Context: an optimization exercise on an open-source flow, tuned for small area, a short achievable clock period and few clock cycles per item. The choices shown serve that exercise and are no tape-out recipe.
In this exercise RTL edits were held to simulation tests only and were not proved equivalent to the original.

==> design.v <==
`timescale 1ns / 1ps
module top_sha(input clk,rst,byte_rdy,byte_stop,input [7:0] data_in,
					output overflow_err,output [255:0] Hash_Digest, output hashing_done
    );
	localparam [31:0] IV0 = 32'h6a09e667, IV1 = 32'hbb67ae85,
	                  IV2 = 32'h3c6ef372, IV3 = 32'ha54ff53a,
	                  IV4 = 32'h510e527f, IV5 = 32'h9b05688c,
	                  IV6 = 32'h1f83d9ab, IV7 = 32'h5be0cd19;
	function [31:0] csa_s;
		input [31:0] x, y, z;
		csa_s = x ^ y ^ z;
	endfunction
	function [31:0] csa_c;
		input [31:0] x, y, z;
		csa_c = {((x & y) | (z & (x | y))), 1'b0} ;
	endfunction
	reg [5:0] len;           
	reg       stp;           
	reg [6:0] lcnt;          
	reg [5:0] kidx;          
	reg       kst;           
	reg       ev;            
	reg       av;            
	reg       elast;         
	reg       alast;         
	reg       done_r;
	reg       ovf_r;
	reg [31:0] w1,w2,w3,w4,w5,w6,w7,w8,w9,w10,w11,w12,w13,w14,w15;
	reg [31:0] X;            
	reg [31:0] KW;           
	reg [31:0] T1;           
	reg [31:0] a,b,c,d,e,f,g,h;
	wire [5:0] len_nx = len + 6'd1;
	wire ld_msg = byte_rdy & (len[1:0] == 2'd3);
	wire ld_pad = (stp | byte_stop) & ~lcnt[6];
	wire ld     = ld_msg | ld_pad;
	wire sh     = (byte_rdy & (len[1:0] == 2'd0) & (len != 6'd0)) |
	              (ld_pad & ~((lcnt == {3'd0, len[5:2]}) & (len[1:0] != 2'd0)));
	reg [31:0] padw;
	always @(*) begin
		case (len[1:0])
			2'd0: padw = 32'h80000000;
			2'd1: padw = {w15[7:0], 24'h800000};
			2'd2: padw = {w15[15:0], 16'h8000};
			default: padw = {w15[23:0], 8'h80};
		endcase
	end
	wire [31:0] s0w = {w2[6:0],w2[31:7]} ^ {w2[17:0],w2[31:18]} ^ (w2 >> 3);
	wire [31:0] s1w = {w15[16:0],w15[31:17]} ^ {w15[18:0],w15[31:19]} ^ (w15 >> 10);
	wire [31:0] xs1 = csa_s(w10, w1, s0w);
	wire [31:0] xc1 = csa_c(w10, w1, s0w);
	wire [31:0] wexp = csa_s(xs1, xc1, s1w) + csa_c(xs1, xc1, s1w);
	reg [31:0] wnew;
	always @(*) begin
		if (byte_rdy)
			wnew = {w15[23:0], data_in};
		else if (lcnt[6:4] != 3'd0)
			wnew = X;
		else if (lcnt[3:0] == len[5:2])
			wnew = padw;
		else if (lcnt[3:0] == 4'd15)
			wnew = {23'd0, len, 3'd0};
		else
			wnew = 32'd0;
	end
	reg [31:0] K;
	always @(*) begin
		case (kidx)
			6'd0: K = 32'h428a2f98; 6'd1: K = 32'h71374491; 6'd2: K = 32'hb5c0fbcf; 6'd3: K = 32'he9b5dba5;
			6'd4: K = 32'h3956c25b; 6'd5: K = 32'h59f111f1; 6'd6: K = 32'h923f82a4; 6'd7: K = 32'hab1c5ed5;
			6'd8: K = 32'hd807aa98; 6'd9: K = 32'h12835b01; 6'd10: K = 32'h243185be; 6'd11: K = 32'h550c7dc3;
			6'd12: K = 32'h72be5d74; 6'd13: K = 32'h80deb1fe; 6'd14: K = 32'h9bdc06a7; 6'd15: K = 32'hc19bf174;
			6'd16: K = 32'he49b69c1; 6'd17: K = 32'hefbe4786; 6'd18: K = 32'h0fc19dc6; 6'd19: K = 32'h240ca1cc;
			6'd20: K = 32'h2de92c6f; 6'd21: K = 32'h4a7484aa; 6'd22: K = 32'h5cb0a9dc; 6'd23: K = 32'h76f988da;
			6'd24: K = 32'h983e5152; 6'd25: K = 32'ha831c66d; 6'd26: K = 32'hb00327c8; 6'd27: K = 32'hbf597fc7;
			6'd28: K = 32'hc6e00bf3; 6'd29: K = 32'hd5a79147; 6'd30: K = 32'h06ca6351; 6'd31: K = 32'h14292967;
			6'd32: K = 32'h27b70a85; 6'd33: K = 32'h2e1b2138; 6'd34: K = 32'h4d2c6dfc; 6'd35: K = 32'h53380d13;
			6'd36: K = 32'h650a7354; 6'd37: K = 32'h766a0abb; 6'd38: K = 32'h81c2c92e; 6'd39: K = 32'h92722c85;
			6'd40: K = 32'ha2bfe8a1; 6'd41: K = 32'ha81a664b; 6'd42: K = 32'hc24b8b70; 6'd43: K = 32'hc76c51a3;
			6'd44: K = 32'hd192e819; 6'd45: K = 32'hd6990624; 6'd46: K = 32'hf40e3585; 6'd47: K = 32'h106aa070;
			6'd48: K = 32'h19a4c116; 6'd49: K = 32'h1e376c08; 6'd50: K = 32'h2748774c; 6'd51: K = 32'h34b0bcb5;
			6'd52: K = 32'h391c0cb3; 6'd53: K = 32'h4ed8aa4a; 6'd54: K = 32'h5b9cca4f; 6'd55: K = 32'h682e6ff3;
			6'd56: K = 32'h748f82ee; 6'd57: K = 32'h78a5636f; 6'd58: K = 32'h84c87814; 6'd59: K = 32'h8cc70208;
			6'd60: K = 32'h90befffa; 6'd61: K = 32'ha4506ceb; 6'd62: K = 32'hbef9a3f7; 6'd63: K = 32'h177fcb71;
		endcase
	end
	wire [31:0] hsel = ev ? g : h;
	wire [31:0] ks1 = csa_s(K, w15, hsel);
	wire [31:0] kc1 = csa_c(K, w15, hsel);
	wire [31:0] kw_nx = ks1 + kc1;
	wire [31:0] S0 = {a[1:0],a[31:2]} ^ {a[12:0],a[31:13]} ^ {a[21:0],a[31:22]};
	wire [31:0] S1 = {e[5:0],e[31:6]} ^ {e[10:0],e[31:11]} ^ {e[24:0],e[31:25]};
	wire [31:0] MJ = (a & b) | (c & (a | b));
	wire [31:0] CH = (e & f) | (~e & g);
	wire [31:0] dsel = av ? c : d;
	wire [31:0] us = csa_s(KW, CH, S1);
	wire [31:0] uc = csa_c(KW, CH, S1);
	wire [31:0] e_nx  = csa_s(us, uc, dsel) + csa_c(us, uc, dsel);
	wire [31:0] t1k = elast ? 32'h18fb93e8 : 32'd0;
	wire [31:0] t1_nx = csa_s(us, uc, t1k) + csa_c(us, uc, t1k);
	wire [31:0] a_nx  = csa_s(S0, MJ, T1) + csa_c(S0, MJ, T1);
	always @(posedge clk) begin
		if (!rst) begin
			len <= 6'd0;
			stp <= 1'b0;
			lcnt <= 7'd0;
			kidx <= 6'd0;
			kst <= 1'b0;
			ev <= 1'b0;
			av <= 1'b0;
			elast <= 1'b0;
			alast <= 1'b0;
			done_r <= 1'b0;
			ovf_r <= 1'b0;
		end else begin
			if (byte_rdy) begin
				len <= len_nx;
			end
			if (byte_stop) stp <= 1'b1;
			ovf_r <= ((byte_rdy ? len_nx : len) == 6'd55) & ~byte_stop;
			if (ld) lcnt <= lcnt + 7'd1;
			kst <= ld;
			ev <= kst;
			av <= ev;
			if (kst) begin
				kidx <= kidx + 6'd1;
				elast <= (kidx == 6'd63);
			end
			if (ev) alast <= elast;
			if (av & alast) done_r <= 1'b1;
		end
	end
	always @(posedge clk) begin
		KW <= kw_nx;
		T1 <= t1_nx;
		X <= wexp;
	end
	always @(posedge clk) begin
		if (sh) begin
			w1 <= w2; w2 <= w3; w3 <= w4; w4 <= w5; w5 <= w6; w6 <= w7; w7 <= w8;
			w8 <= w9; w9 <= w10; w10 <= w11; w11 <= w12; w12 <= w13; w13 <= w14; w14 <= w15;
		end
		if (byte_rdy | ld_pad)
			w15 <= wnew;
	end
	always @(posedge clk) begin
		if (!rst) begin
			a <= IV0; b <= IV1; c <= IV2; d <= IV3;
			e <= IV4; f <= IV5; g <= IV6; h <= IV7;
		end else begin
			if (av) begin
				a <= a_nx;
				if (alast) begin
					b <= a + IV1; c <= b + IV2; d <= c + IV3;
				end else begin
					b <= a; c <= b; d <= c;
				end
			end
			if (ev) begin
				e <= e_nx;
				if (elast) begin
					f <= e + IV5; g <= f + IV6; h <= g + IV7;
				end else begin
					f <= e; g <= f; h <= g;
				end
			end
		end
	end
	assign Hash_Digest = {a, b, c, d, e, f, g, h};
	assign hashing_done = done_r;
	assign overflow_err = ovf_r;
endmodule
==> flow/run.sh <==
#!/bin/bash
# Standard layout, with the smallest buffer on the ports.
set -euo pipefail
export BUFFER_PORTS_ARGS="-buffer_cell sky130_fd_sc_hd__buf_1"
bash standard.sh > standard_make.log 2>&1
==> standard.sh <==
#!/bin/bash
# synth_recipe.tcl (not shown) runs the flow's synth.tcl, then flattens the netlist and writes it again
# the make line also repeats each setting of config.mk as NAME=value (left out here)
make -C /OpenROAD-flow-scripts/flow DESIGN_CONFIG=/design/flow/config.mk WORK_HOME=/design/flow/orfs CLKGATE_MAP_FILE= SYNTH_SCRIPT=/design/flow/synth_recipe.tcl "${@:-finish}"
==> config.mk <==
export PLATFORM = sky130hd
export DESIGN_NAME = top_sha
export DESIGN_NICKNAME = top_sha
export VERILOG_FILES = /design/flow/design.v
export SDC_FILE = /design/flow/constraint.sdc
export NUM_CORES = 4
export LEC_CHECK = 0
export ABC_AREA = 1
export CAP_MARGIN = 20
export CORE_MARGIN = 2
export CORE_UTILIZATION = 40
export SETUP_SLACK_MARGIN = 4.3
export SLEW_MARGIN = 20
==> constraint.sdc <==
create_clock -name core_clock -period 8.0 [get_ports {clk}]
set_input_delay 1.6000 -clock core_clock [delete_from_list [all_inputs] [get_ports {clk}]]
set_output_delay 1.6000 -clock core_clock [all_outputs]
set_load 0.01 [all_outputs]
==> run notes <==
Area after DPL 58200 µm²; Final period util 46.0%; Vias 50400; largest cells by area after synthesis edfxtp_1 26%, dfxtp_1 15%, nand2_1 11%; clock-pin transition on the worst setup and hold timing paths about 0.060 ns; drt drc 0; max-slew violations 0; die area 142000 µm²; H-tree Lvls 3; gpl congestion 0.991; WHS 0.391 ns; Cells after Synth around 6900; largest net degree at the start of global routing 221; I/O Buffers 269; Hold Vio Cnt, Final 0; post-route cell area 64000 µm²; gr usage total a little under a third; vias in the first global route 47100; Root Driver clkbuf_16; filler instances about 14000; critical path type flip-flop to flip-flop; Mean Syn Cell Area 8.05 µm²; Net Count, Synth 7315; Seq/Total Area, Yosys roughly 41%; CP required 8.60 ns; routed wire length approximately 220000 µm; DP HPWL 168000 µm; Hold Path Class flip-flop to flip-flop; Core Rows ~140; initial antenna violation count 8; Finish-stage setup viols 0; CTS tree done; Syn. warnings 1; core area 138000 µm²; Area Overhead vs Synth 15.1%; Avg WL per Cell 24.4 µm; later-pin clock latency in the skew report between 0.7 and 0.8 ns; hold buffers post-CTS 0; total gr overflow 0; Worst Clk Skew 0.0707 ns; commonest non-fill, non-tap cells in the layout 1550 x nand2_1, 929 x inv_1, 536 x nand3_1, 480 x edfxtp_1, 450 x nor2_1; setup repair after global routing missed its margin yes; Syn Std Cell Area 55600 µm²; Final ANT Viol Nets 0; CTS Buf Count between 100 and 150; Peak Freq 272 MHz; clk sinks 891; Die Wd 377 µm; Initial Util 40.4%; first-pass GRT wire length 317000 µm; distinct cell type count after synthesis roughly 60; post-synth top area cell edfxtp_1; top cell type's share of synthesized area around a quarter; drt via density 5.57; clock buffer depth 3; worst rel slew slack 18.8%; final worst path period need around 3.7 ns; TritonRoute pass-1 iters 7; Post-synth EDFFs 480; async set-reset flop share out of synthesis 0%; leading cell type in the layout, fill and taps excluded nand2_1; arrival time at the worst endpoint 4.27 ns; Top Ports 270; crit path max fanout 74; layout cell share with drive strength beyond 1 9.67%; Main synth FF type edfxtp_1; Critical Path Sink Type flip-flop; CP Launch Type flip-flop; Chip Height 377 µm; status no timing/DRC/antenna violations; DRT iter0 DRCs 6113; MaxCap Viol Count 0; Slew @ Worst Pin approximately 1.2 ns; #FFs+latches synth 891; nets approximately 7600
## worst max-delay path, stage by stage (launching register included)
cell and delay [ns]:
dfxtp_4 0.42, inv_12 0.26, nand2_1 0.17, o21ai_1 0.41
fa_1 0.53, ha_2 0.42, nand2_1 0.15, nor2_1 0.20
inv_1 0.14, nor3_2 0.22, nand3_1 0.16, nand3_1 0.12
nand3_1 0.08, nand2_1 0.09, inv_1 0.04
## synthesized netlist by cell type (all sizes together) (9+ instances only)
master and instances:
nand2 1582, inv 969, nand3 549, nor2 485, o21ai 481, edfxtp 480
a21oi 439, dfxtp 411, xor2 215, fa 206, ha 192, xnor2 160
clkbuf 126, buf 125, nor3 112, nand4 100, o211ai 55, o21bai 47
o22ai 27, a31oi 24, o21a 17, a21boi 13, o221ai 12, a21o 11
nand3b 11, a22oi 9
## repair_timing
item | CTS | global route
setup buffers | 18 | 69
pin swaps | 4 | 38
resized for setup | 189 | 296
hold endpoints to repair | 0 | 0
setup endpoints to repair | 506 | 514
gates cloned | 0 | 5
## metal layers
layer	track usage [%]	wire length [µm]	share of wire, %	vias to the layer above
met3	4.96	20300	9.2	431
li1	-	-	-	23100
met2	45.2	94300	43	2602
met5	0	13	0.0059	-
met1	43.4	96500	44	24200
met4	11.9	9750	4.4	2
## cell families (layout without fill, tap and decap cells)
kind of cell	count (synthesis)	after routing	synth area share, %
AO/OA/AOI/OAI	1151	1151	11.4
adder cells (fa/ha/maj)	400	400	11.8
multiplexers	2	2	0.0360
flip-flops	891	891	40.7
buffers and inverters	1226	1567	8.55
AND/OR/NAND/NOR	2860	2860	21.6
other	0	3	0
XOR/XNOR	375	375	5.91
## per-stage QoR
step                      setup slack, ns  util (%)  TNS, ns  std cells
after global placement               3.38      42.2        0       8758
after CTS                            4.21      45.3        0       8966
final                                4.32      46.5        0       9043
after global routing                 4.24      46.5        0       9040
after detailed placement             3.36      42.2        0       8758
after floorplan                     -1.49         -  -668.12       6905
## area by class of cell
cell class                 instances  area (µm²)  area share (%)
antenna                            3        7.51          0.0117
multi-input combinational       4788       29400            45.9
clock inverter                    64         803            1.26
timing repair inverter             1        5.00         0.00782
clock buffer                     126        2760            4.32
timing repair buffer             401        2150            3.36
sequential                       891       22900            35.7
tap                             1794        2240            3.51
inverter                         975        3760            5.88
## worst paths after layout
kind / from / depth (start not counted) / end / slack, ns
max: av$_SDFF_PN0_ / 14 / e[26]$_SDFFE_PN0P_ / 4.32
max reg2reg: av$_SDFF_PN0_ / 14 / e[26]$_SDFFE_PN0P_ / 4.32
min reg2reg: w12[12]$_DFFE_PP_ / 0 / w11[12]$_DFFE_PP_ / 0.39
min: w12[12]$_DFFE_PP_ / 0 / w11[12]$_DFFE_PP_ / 0.39
Testbench counts, summed over its fixed seeds: cycles 34,019, items 384.

## what the ideal ports hide
Ports are ideal in the flow. The routed layout listed here was re-timed in OpenROAD. Step 1: set_driving_cell puts a clkbuf_16 on clk and a buf_2 on each other input, an assumption about the parent block. Step 2 moves the port delays by t, midway between the first and last clock arrival at a register: inputs arrive t later, outputs are due t later. That takes back most of the time a late clock gives input paths. a / b / c = ideal / step 1 / step 2; a / b = the first two.
shift t [ns]: 0.806
slack for setup (ns): 4.322 / 4.322 / 3.586
worst setup path after step 2: input to register
clock arrival spread, ns: 0.071 / 0.071
slew at the worst register clock pin (ns): 0.07 / 0.07
After both steps setup and hold are still met in this run. For this run, drivers alone change the setup slack by 0.000 ns; drivers and shift together by -0.736 ns.
